What follows belongs to an exercise in optimizing a design on an open flow for small area; a production flow would make more cautious choices. The RTL was checked by simulation tests, not by an equivalence proof against the original design. No driver is modelled on the clock port, so clock power and skew are understated where the tree is cut down; a real chip needs a root buffer or a tree. No activity file was given, so power comes from the tool's default toggle rates.

// vga_shape_detector
module vga_shape_detector (
	input         clk,
	input         reset,
	input  [7:0]  mem_rdata,
	output [14:0] mem_raddr,
	output [7:0]  vga_color,
	output        vga_hsync_n,
	output        vga_vsync_n,
	output [2:0]  result
);
export LEC_CHECK = 0
export CAP_MARGIN = 0
export CORE_MARGIN = 2
export CORE_UTILIZATION = 70
export GPL_TIMING_DRIVEN = 0
export PLACE_DENSITY = 0.8
export SLEW_MARGIN = 0
create_clock -name core_clock -period 40.0 [get_ports {clk}]
standard.sh (not shown) runs the stock make flow with config.mk's settings and CLKGATE_MAP_FILE= SYNTH_SCRIPT=/design/flow/synth_recipe.tcl, a recipe that flattens the netlist after the stock synthesis.
==> flow/flow/run.sh <==
#!/bin/bash
# Layout flow: the standard ORFS flow (standard.sh) with these changes:
#  - synthesis: ORFS's own synth.tcl, but without the Kogge-Stone carry
#    lookahead map and the full/half-adder extraction, and with an area-
#    oriented ABC script (flow/area.script). Registers are mapped exactly as
#    in the standard synthesis (same passes up to and including dfflibmap).
#  - port buffers: buf_1 on every input and output port.
#  - clock tree: flow/cts.tcl (a root buffer and a grid of leaf buffers) in
#    place of ORFS's CTS step.
# Each tool's output goes to a log file in the work folder.
set -euo pipefail
W=$(pwd)
F=$W/flow

# synthesis script: the standard flow's wrapper around ORFS's synth.tcl, pointed at a
# modified copy of synth.tcl
python3 - "$FLOW_HOME/scripts/synth.tcl" "$W/synth_recipe.tcl" "$F" "$W" <<'PY'
import sys
synth, bench, fdir, work = sys.argv[1:]
s = open(synth).read()
def sub(old, new):
    global s
    if old not in s:
        sys.exit("synth.tcl: pattern not found: " + old)
    s = s.replace(old, new, 1)
sub('source $::env(SCRIPTS_DIR)/synth_preamble.tcl\n',
    'source $::env(SCRIPTS_DIR)/synth_preamble.tcl\n'
    'set abc_args [list -script %s/area.script {*}$lib_args {*}$lib_dont_use_args'
    ' -constr $::env(OBJECTS_DIR)/abc.constr]\n' % fdir)
sub('"-extra-map $::env(FLOW_HOME)/platforms/common/lcu_kogge_stone.v"', '')
sub('[dont_use_adder_kinds] ne "none"', '[dont_use_adder_kinds] ne "none" && 0')
open(work + '/my_synth_core.tcl', 'w').write(s)
b = open(bench).read()
old = 'source $::env(SCRIPTS_DIR)/synth.tcl'
if old not in b:
    sys.exit("synth_recipe.tcl: pattern not found")
open(work + '/my_synth.tcl', 'w').write(b.replace(old, 'source ' + work + '/my_synth_core.tcl'))
PY

# The standard flow's layout command with the synthesis script swapped and port buffers
# of buf_1
sed -e "s#SYNTH_SCRIPT=[^ ]*#SYNTH_SCRIPT=$W/my_synth.tcl 'BUFFER_PORTS_ARGS=-buffer_cell sky130_fd_sc_hd__buf_1' 'CTS_ARGS=-sink_clustering_enable -repair_clock_nets -dont_use_dummy_load'#" \
    standard.sh > my_standard.sh
grep -q "my_synth.tcl" my_standard.sh

bash my_standard.sh synth > $W/synth.log 2>&1
bash my_standard.sh place > $W/place.log 2>&1
export MY_CTS_PORT=clk MY_CTS_ROOT=sky130_fd_sc_hd__clkbuf_8
export MY_CTS_BUF=sky130_fd_sc_hd__clkbuf_8 MY_CTS_KX=3 MY_CTS_KY=2
bash my_standard.sh run RUN_SCRIPT=$F/cts.tcl RUN_LOG_NAME_STEM=4_1_cts > $W/cts.log 2>&1
test -f $W/orfs/results/*/vga_shape_detector/base/4_1_cts.odb
bash my_standard.sh > $W/layout.log 2>&1
test -f $W/out/final.def
Other scripts of this flow, unchanged in this note and not shown: flow/flow/area.script, flow/flow/cts.tcl
The starting point finished clean.
Then changed:
- CAP_MARGIN: 0 -> 20
- GPL_TIMING_DRIVEN: 0 -> default
- SLEW_MARGIN: 0 -> 20
Effect: Sequential power hardly moves; area after synthesis does not change; sequential share of layout area rises by 0.38 points.
In every run of this note, the design's own scripts or RTL, not TritonCTS, make the clock network.


vga_shape_detector again, from the RTL that the note above started with.
Design vga_shape_detector, start of the top module:
module vga_shape_detector (
	input         clk,
	input         reset,
	input  [7:0]  mem_rdata,
	output [14:0] mem_raddr,
	output [7:0]  vga_color,
	output        vga_hsync_n,
	output        vga_vsync_n,
	output [2:0]  result
);
localparam BLUE = 8'b000_000_11;
wire [9:0]  x;
wire [10:0] yl;    
wire        top;   
wire        x_end;
wire in_image = (x < 10'd176) && top;
VGA_DRIVER driver (
	.CLOCK(clk),
	.RESET(reset),
	.PIXEL_COLOR_IN(in_image ? mem_rdata : BLUE),
	.PIXEL_X(x),
	.PIXEL_YL(yl),
	.TOP(top),
	.ADDRESS(mem_raddr),
	.PIXEL_COLOR_OUT(vga_color),
	.H_SYNC_NEG(vga_hsync_n),
	.V_SYNC_NEG(vga_vsync_n),
	.X_END(x_end)
);
IMAGE_PROCESSOR proc (
	.CLK(clk),
	.RESET(reset),
	.PIXEL_IN(mem_rdata),
	.VGA_PIXEL_X(x),
	.VGA_PIXEL_YL(yl),
	.X_END(x_end),
	.VGA_VSYNC_NEG(vga_vsync_n),
	.RESULT(result)
);
endmodule
==> flow/config.mk <==
export PLATFORM = sky130hd
export DESIGN_NAME = vga_shape_detector
export DESIGN_NICKNAME = vga_shape_detector
export VERILOG_FILES = /design/flow/design.v
export SDC_FILE = /design/flow/constraint.sdc
export NUM_CORES = 4
export LEC_CHECK = 0
export CAP_MARGIN = 0
export CORE_MARGIN = 2
export CORE_UTILIZATION = 70
export PLACE_DENSITY = 0.8
export SLEW_MARGIN = 0
==> flow/constraint.sdc <==
create_clock -name core_clock -period 40.0 [get_ports {clk}]
set_input_delay 8.0000 -clock core_clock [delete_from_list [all_inputs] [get_ports {clk}]]
set_output_delay 8.0000 -clock core_clock [all_outputs]
set_load 0.01 [all_outputs]
Scripts as last shown in full above: flow/flow/run.sh
Other scripts of this flow, unchanged in this note and not shown: flow/flow/area.script, flow/flow/cts.tcl
==> next run, changes <==
- CAP_MARGIN: 0 -> 20
- GPL_TIMING_DRIVEN: not set -> 0
- SLEW_MARGIN: 0 -> 20
=>
- fmax hardly moves
- final area goes up by 1.2%
- global-route usage rises by 0.55 points
- critical path depth does not change
- worst setup slack is worse by 0.021 ns
- final cell count came out higher by 1.0%
- die area does not change
- power is higher by 0.51%
- routed wire length falls by 0.57%
- hold slack hardly moves
In every run of this note, the design's own scripts or RTL, not TritonCTS, make the clock network.

## static timing again, ports no longer ideal
The flow's constraints put no driver on any port. The routed layouts listed below were extracted and timed again, unchanged, in two steps. Step 1: set_driving_cell puts a clkbuf_16 on clk and a buf_2 on each other input, an assumption about the parent block. Step 2 moves the port delays by t, midway between the first and last clock arrival at a register: inputs arrive t later, outputs are due t later. That takes back most of the time a late clock gives input paths. a / b / c = ideal / step 1 / step 2; a / b = the first two.
| run | t, ns | slack for setup (ns) | slew at the worst register clock pin (ns) |
|---|---|---|---|
| the first run of note 1 | 0.396 | 23.487 / 23.465 / 23.465 | 0.11 / 0.11 |
| the second run of note 1 | 0.388 | 23.496 / 23.472 / 23.472 | 0.11 / 0.11 |
| the first run of note 2 | 0.394 | 23.489 / 23.466 / 23.466 | 0.11 / 0.11 |
| the second run of note 2 | 0.396 | 23.469 / 23.447 / 23.447 | 0.11 / 0.11 |
After both steps every run listed still meets setup and hold. The setup slack of the second run of note 1, which loses most, moves by -0.024 ns with the drivers and by -0.024 ns with both steps.
